Source: an optimization exercise on an open RTL-to-GDS flow (aim: small area). Production flows keep margins and buffers that such runs may drop.
At most, simulation tests tie the RTL to the original design; equivalence was not proved.
Power and IR drop assume default switching activity.

red:
==> flow/design.v (excerpt) <==
module FloatingPointMultiplier(
	input wire [26 : 0] in_1,
	input wire [26 : 0] in_2,
	input wire clk_pll,
	output wire [26 : 0] out
    );
Size: ~940 cells after synthesis, about 28 flip-flops, ~0.0091 mm² of cells after synthesis.
clock: 6.8 ns
lec_check: 0
cap_margin: 20
core_margin: 2
core_utilization: 40
cts_buf_list: sky130_fd_sc_hd__clkbuf_4 sky130_fd_sc_hd__clkbuf_8
slew_margin: 20
synth_hierarchical: 1
standard.sh (not shown) runs the stock make flow with config.mk's settings and CLKGATE_MAP_FILE= SYNTH_SCRIPT=/design/flow/synth_recipe.tcl, a recipe that flattens the netlist after the stock synthesis.
==> flow/flow/run.sh <==
#!/bin/bash
# Layout flow: the standard synthesis and layout, with
# - the smallest buffer cell for the port buffers instead of the one
#   buffer_ports picks by default,
# - every combinational cell sized down before global placement
#   (flow/downsize.tcl), so that timing repair sizes up only what it needs,
# - timing-driven global placement that does not keep the buffers its
#   virtual repair inserts (GPL_KEEP_OVERFLOW=0); timing is repaired later,
# - input port buffers with many loads sized up to buf_2 after global
#   placement (flow/portbuf.tcl),
# - clock tree synthesis without dummy loads.
set -euo pipefail
bash standard.sh synth > synth.log 2>&1
bash standard.sh 'BUFFER_PORTS_ARGS=-buffer_cell sky130_fd_sc_hd__buf_1' \
  "PRE_GLOBAL_PLACE_TCL=$PWD/flow/downsize.tcl" GPL_KEEP_OVERFLOW=0 \
  "POST_GLOBAL_PLACE_TCL=$PWD/flow/portbuf.tcl" \
  'CTS_ARGS=-sink_clustering_enable -repair_clock_nets -dont_use_dummy_load -buf_list {sky130_fd_sc_hd__clkbuf_4 sky130_fd_sc_hd__clkbuf_8}' \
  finish > layout.log 2>&1
Other scripts of this flow, unchanged in this note and not shown: flow/flow/downsize.tcl, flow/flow/portbuf.tcl
red: all stages complete, timing, DRC and antenna checks passed
### red -> blue
diff --git a/flow/design.v b/flow/design.v
--- a/flow/design.v
+++ b/flow/design.v
@@ -1346,36 +1346,46 @@
 	end
 	wire [7 : 0] exp_out;
 	FPExpDec fp_exp_dec (
 		.nin(pipe_nexp),
 		.norm(pipe_norm),
 		.out(exp_out)
 	);
 	assign out[26] = pipe_sign;
 	assign out[25 : 18] = exp_out;
 	assign out[17] = 1'b1;
-	assign out[16 : 0] = ~(pipe_norm ? pipe_nprod[34 : 18] : pipe_nprod[33 : 17]);
+	wire pipe_nnorm;
+	Inv u_nnorm (.a(pipe_norm), .y(pipe_nnorm));
+	genvar i;
+	generate
+		for (i = 0; i < 17; i = i + 1) begin : frac_mux
+			Aoi22 u_mux (.a1(pipe_nprod[18 + i]), .a2(pipe_norm), .b1(pipe_nprod[17 + i]), .b2(pipe_nnorm), .y(out[i]));
+		end
+	endgenerate
 endmodule
 module FullAdder(input wire a, input wire b, input wire ci, output wire s, output wire co);
 	assign s = a ^ b ^ ci;
 	assign co = (a & b) | (a & ci) | (b & ci);
 endmodule
 module HalfAdder(input wire a, input wire b, output wire s, output wire co);
 	assign s = a ^ b;
 	assign co = a & b;
 endmodule
 module Or2(input wire a, input wire b, output wire y);
 	assign y = a | b;
 endmodule
 module Aoi21(input wire a, input wire b, input wire c, output wire y);
 	assign y = ~(a | (b & c));
 endmodule
+module Aoi22(input wire a1, input wire a2, input wire b1, input wire b2, output wire y);
+	assign y = ~((a1 & a2) | (b1 & b2));
+endmodule
 module Oai21(input wire a, input wire b, input wire c, output wire y);
 	assign y = ~(a & (b | c));
 endmodule
 module Nand2(input wire a, input wire b, output wire y);
 	assign y = ~(a & b);
 endmodule
 module Nor2(input wire a, input wire b, output wire y);
 	assign y = ~(a | b);
 endmodule
 module Inv(input wire a, output wire y);
Results
According to the power report, total power for blue is higher than for red.
Critical path arrival, red and blue: lower on red
For synthesized cell count, red and blue come out practically identical.
Higher die height among red and blue: blue
Setup WNS red -> blue: worse
red and blue ended up with nearly the same sequential fraction of total cell area.
Of the two values seen for launch point of the critical path, in_2[12] was produced by blue and in_1[0] by red.
Delta (blue minus red): first-pass GRT wire length increased 1000 µm; number of antenna violations at the first check in global routing essentially unchanged.
For red, only the layout was checked, not whether the RTL still works.

---

old:
FloatingPointMultiplier, a different RTL version from the one above (not shown whole).
Size in the first run: about 920 cells after synthesis, ~28 flip-flops, ~82 I/O pins, about 9500 µm² of cells after synthesis.
clock: 6.8 ns
lec_check: 0
cap_margin: 20
core_margin: 2
core_utilization: 40
cts_buf_list: sky130_fd_sc_hd__clkbuf_4 sky130_fd_sc_hd__clkbuf_8
slew_margin: 20
synth_hierarchical: 1
==> flow/flow/downsize.tcl <==
# Before global placement: give every combinational cell the smallest-area
# variant of its own cell (same function and pins). Timing repair later sizes up only what needs it.
set db [ord::get_db]
set block [ord::get_db_block]
set swapped 0
foreach inst [$block getInsts] {
  set master [$inst getMaster]
  set name [$master getName]
  if {![regexp {^(sky130_fd_sc_hd__([a-z0-9]+))_([0-9]+)$} $name -> base kind size]} { continue }
  # leave sequential, clock, tap, fill and delay cells alone
  if {[regexp {^(df|dl|sdf|edf|sedf|clk|tap|fill|decap|conb|diode|lpflow|probe|dly|macro)} $kind]} { continue }
  set best $master
  foreach s {0 1 2 4 6 8 12 16} {
    set m [$db findMaster "${base}_$s"]
    if {$m == "NULL" || $m == ""} { continue }
    if {[$m getWidth] < [$best getWidth]} {
      set best $m
    }
  }
  if {$best != $master} {
    $inst swapMaster $best
    incr swapped
  }
}
puts "downsize.tcl: swapped $swapped instances to smaller cells"
==> flow/flow/portbuf.tcl <==
# After global placement: an input port buffer that drives many cells gets the
# next size up (buf_2) rather than having the timing repair pick a clock or
# delay buffer for it later.
set db [ord::get_db]
set block [ord::get_db_block]
set buf2 [$db findMaster sky130_fd_sc_hd__buf_2]
set n 0
foreach inst [$block getInsts] {
  if {[[$inst getMaster] getName] != "sky130_fd_sc_hd__buf_1"} { continue }
  foreach it [$inst getITerms] {
    if {[$it isOutputSignal]} {
      set net [$it getNet]
      if {$net != "NULL" && [llength [$net getITerms]] > 8} {
        $inst swapMaster $buf2
        incr n
      }
    }
  }
}
puts "portbuf.tcl: sized up $n buffers driving more than 7 cells"
Scripts as last shown in full above: flow/flow/run.sh
Relative to old, the following input files were edited for new:
--- a/flow/design.v
+++ b/flow/design.v
@@ -22,32 +22,25 @@
 endmodule
 module FPExpDec(
 	input wire [7 : 0] nin,
 	input wire norm,
 	output wire [7 : 0] out
     );
-	wire [7 : 0] z;
-	assign z[0] = 1'b1;
-	genvar i;
-	generate
-		for (i = 1; i < 8; i = i + 1) begin : zero_chain
-			assign z[i] = z[i - 1] & nin[i - 1];
-		end
-	endgenerate
-	wire min_exp = ~nin[7] & z[7];
+	wire min_exp = ~nin[7] & (&nin[6 : 0]);
 	wire dec = ~(norm | min_exp);
-	wire [7 : 0] nflip;
-	assign nflip[0] = ~dec;
+	wire [7 : 0] b;
+	wire [6 : 0] nout;
+	assign b[0] = dec;
+	genvar i;
 	generate
-		for (i = 1; i < 8; i = i + 1) begin : flip_bit
-			Nand2 n_flip (.a(dec), .b(z[i]), .y(nflip[i]));
-		end
-		for (i = 0; i < 8; i = i + 1) begin : out_bit
-			Xor2 x_out (.a(nin[i]), .b(nflip[i]), .y(out[i]));
+		for (i = 0; i < 7; i = i + 1) begin : borrow
+			HalfAdder ha (.a(nin[i]), .b(b[i]), .s(nout[i]), .co(b[i + 1]));
+			Inv inv (.a(nout[i]), .y(out[i]));
 		end
 	endgenerate
+	Xnor2 x_top (.a(nin[7]), .b(b[7]), .y(out[7]));
 endmodule
 `timescale 1ns / 1ps
 module FloatingPointMultiplier(
 	input wire [26 : 0] in_1,
 	input wire [26 : 0] in_2,
 	input wire clk_pll,
@@ -1278,14 +1271,15 @@
 	Xnor2 u_xnor2_19 (.a(n71), .b(n137), .y(n171));
 	wire n172;
 	Xor2 u_xor2_25 (.a(n73), .b(n155), .y(n172));
 	wire n173;
 	Xnor2 u_xnor2_20 (.a(n21), .b(n140), .y(n173));
 	wire n174;
-	Xnor2 u_xnor2_21 (.a(f524), .b(n141), .y(n174));
-	wire [35 : 17] nprod = {n174, n173, n172, n171, n170, n169, n168, n167, n166, n165, n164, n163, n162, n161, n160, n159, n158, n157, n156};
+	Xor2 u_xor2_26 (.a(f524), .b(n141), .y(n174));
+	wire [34 : 17] nprod = {n173, n172, n171, n170, n169, n168, n167, n166, n165, n164, n163, n162, n161, n160, n159, n158, n157, n156};
+	wire prod35 = n174;
 	wire [7 : 0] nexp_sum;
 	FPExpAdder fp_exp_adder (
 		.in(in_1[25 : 18]),
 		.change(in_2[25 : 18]),
 		.nout(nexp_sum)
 	);
@@ -1293,13 +1287,13 @@
 	reg [7 : 0] pipe_nexp;
 	reg pipe_norm;
 	reg [34 : 17] pipe_nprod;
 	always @(posedge clk_pll)
 	begin
 		pipe_sign <= in_1[26] ^ in_2[26];
-		pipe_norm <= ~nprod[35];
+		pipe_norm <= prod35;
 		pipe_nprod <= nprod[34 : 17];
 		pipe_nexp <= nexp_sum;
 	end
 	wire [7 : 0] exp_out;
 	FPExpDec fp_exp_dec (
 		.nin(pipe_nexp),
[summary]
- new vs old — mean instance size in the synthesized netlist climbed slightly
- old has lower DRC violation total after the first TritonRoute iteration than new.
- The final reports for new and old show worst setup slack higher in the former.
- From old to new the numbers moved as follows: wire length of the first global-routing pass went up, inverter count went up.
- Post-synthesis sequential area ratio: new vs old, no meaningful difference
- old and new ended up with nearly the same sequential share of layout area.
- Relative to old, internal cell power has increased by about 0.8% in new.
- Taking old as the reference, in new final total power saw an increase, via count of the routed design went down.
- new ended up with in_2[15] as its source of the critical timing path; old ended up with in_2[2].
- The final instance area was comparable across old and new.
Only the layout flow was run in old; the RTL was not checked for function there.

---

12-08:
Starting RTL as in the previous note.
clock: 6.8 ns
lec_check: 0
cap_margin: 20
core_margin: 2
core_utilization: 40
cts_buf_list: sky130_fd_sc_hd__clkbuf_4 sky130_fd_sc_hd__clkbuf_8
setup_slack_margin: -0.1
slew_margin: 20
synth_hierarchical: 1
Scripts as last shown in full above: flow/flow/run.sh, flow/flow/downsize.tcl, flow/flow/portbuf.tcl
Here is what was changed in the inputs of 07-11 compared with 12-08.
--- a/flow/design.v
+++ b/flow/design.v
@@ -1275,34 +1275,35 @@
 	wire n170;
 	Xor2 u_xor2_24 (.a(n69), .b(n154), .y(n170));
 	wire n171;
 	Xnor2 u_xnor2_19 (.a(n71), .b(n137), .y(n171));
 	wire n172;
 	Xor2 u_xor2_25 (.a(n73), .b(n155), .y(n172));
 	wire n173;
 	Xnor2 u_xnor2_20 (.a(n21), .b(n140), .y(n173));
 	wire n174;
-	Xnor2 u_xnor2_21 (.a(f524), .b(n141), .y(n174));
-	wire [35 : 17] nprod = {n174, n173, n172, n171, n170, n169, n168, n167, n166, n165, n164, n163, n162, n161, n160, n159, n158, n157, n156};
+	Xor2 u_xor2_26 (.a(f524), .b(n141), .y(n174));
+	wire [34 : 17] nprod = {n173, n172, n171, n170, n169, n168, n167, n166, n165, n164, n163, n162, n161, n160, n159, n158, n157, n156};
+	wire prod35 = n174;
 	wire [7 : 0] nexp_sum;
 	FPExpAdder fp_exp_adder (
 		.in(in_1[25 : 18]),
 		.change(in_2[25 : 18]),
 		.nout(nexp_sum)
 	);
 	reg pipe_sign;
 	reg [7 : 0] pipe_nexp;
 	reg pipe_norm;
 	reg [34 : 17] pipe_nprod;
 	always @(posedge clk_pll)
 	begin
 		pipe_sign <= in_1[26] ^ in_2[26];
-		pipe_norm <= ~nprod[35];
+		pipe_norm <= prod35;
 		pipe_nprod <= nprod[34 : 17];
 		pipe_nexp <= nexp_sum;
 	end
 	wire [7 : 0] exp_out;
 	FPExpDec fp_exp_dec (
 		.nin(pipe_nexp),
 		.norm(pipe_norm),
 		.out(exp_out)
 	);
- 07-11 vs 12-08: via count of the first global-routing pass up
- For share of power burned in the clock network, 12-08 and 07-11 come out practically identical.
- On total power, 07-11 does worse than 12-08.
- The fraction of area in multi-input gates of 07-11 and that of 12-08 are within noise of each other.
- In the reports for 07-11 and 12-08, the smaller clock power belongs to 12-08.
- Compared to 12-08, the router laid down more metal wire for 07-11.
- Between 12-08 and 07-11, the flow reports first-iteration DRC count increasing by a few percent.
- Between 07-11 and 12-08, the final design utilization figures differ only marginally.
- On synthesized cell count, 07-11 and 12-08 are neck and neck.
- Looking at fraction of the cycle the final worst path needs across 07-11 and 12-08, the one that comes out lower is 12-08.
- There was hardly any difference in share of the yosys chip area belonging to registers between 07-11 and 12-08.
- 07-11 ended with less via density per instance than 12-08.
- 07-11 -> 12-08: non-clock buffer instance count of the final layout delta 0, exact match
- Re maximum level of the CTS H-tree: no difference whatsoever between 07-11 and 12-08.
Only the layout flow was run in 12-08; the RTL was not checked for function there.

-- static timing again, ports no longer ideal --
Ports are ideal in the flow. The routed layouts listed here were re-timed in OpenROAD.
Step 1 (the two cells are an assumption about what drives the block):
set clk [get_ports {clk_pll}]
set_driving_cell -lib_cell sky130_fd_sc_hd__clkbuf_16 $clk
set_driving_cell -lib_cell sky130_fd_sc_hd__buf_2 [delete_from_list [all_inputs] $clk]
Step 2 times the ports against the registers' clock, not the clock port: input delays grow and output delays shrink by t, the midpoint of the rising clock arrivals with the driver on.
Three values: ideal ports, drivers, drivers and shift; two values: the first two.
run | t, ns | setup WS [ns] | slew at the worst register clock pin (ns) | worst data-port slew with drivers (ns)
red | 0.293 | 0.374 / 0.350 / 0.057 | 0.10 / 0.10 | 0.05
blue | 0.287 | 0.308 / 0.312 / 0.025 | 0.09 / 0.09 | 0.04
old | 0.289 | 0.241 / 0.247 / -0.043 | 0.09 / 0.09 | 0.04
new | 0.292 | 0.323 / 0.329 / 0.037 | 0.09 / 0.09 | 0.04
12-08 | 0.289 | 0.153 / 0.158 / -0.131 | 0.09 / 0.09 | 0.04
07-11 | 0.294 | 0.128 / 0.134 / -0.160 | 0.09 / 0.09 | 0.04
With both steps, setup timing fails in old, 12-08 and 07-11, where it was met with ideal ports. For red, which loses most, drivers alone change the setup slack by -0.024 ns; drivers and shift together by -0.317 ns.
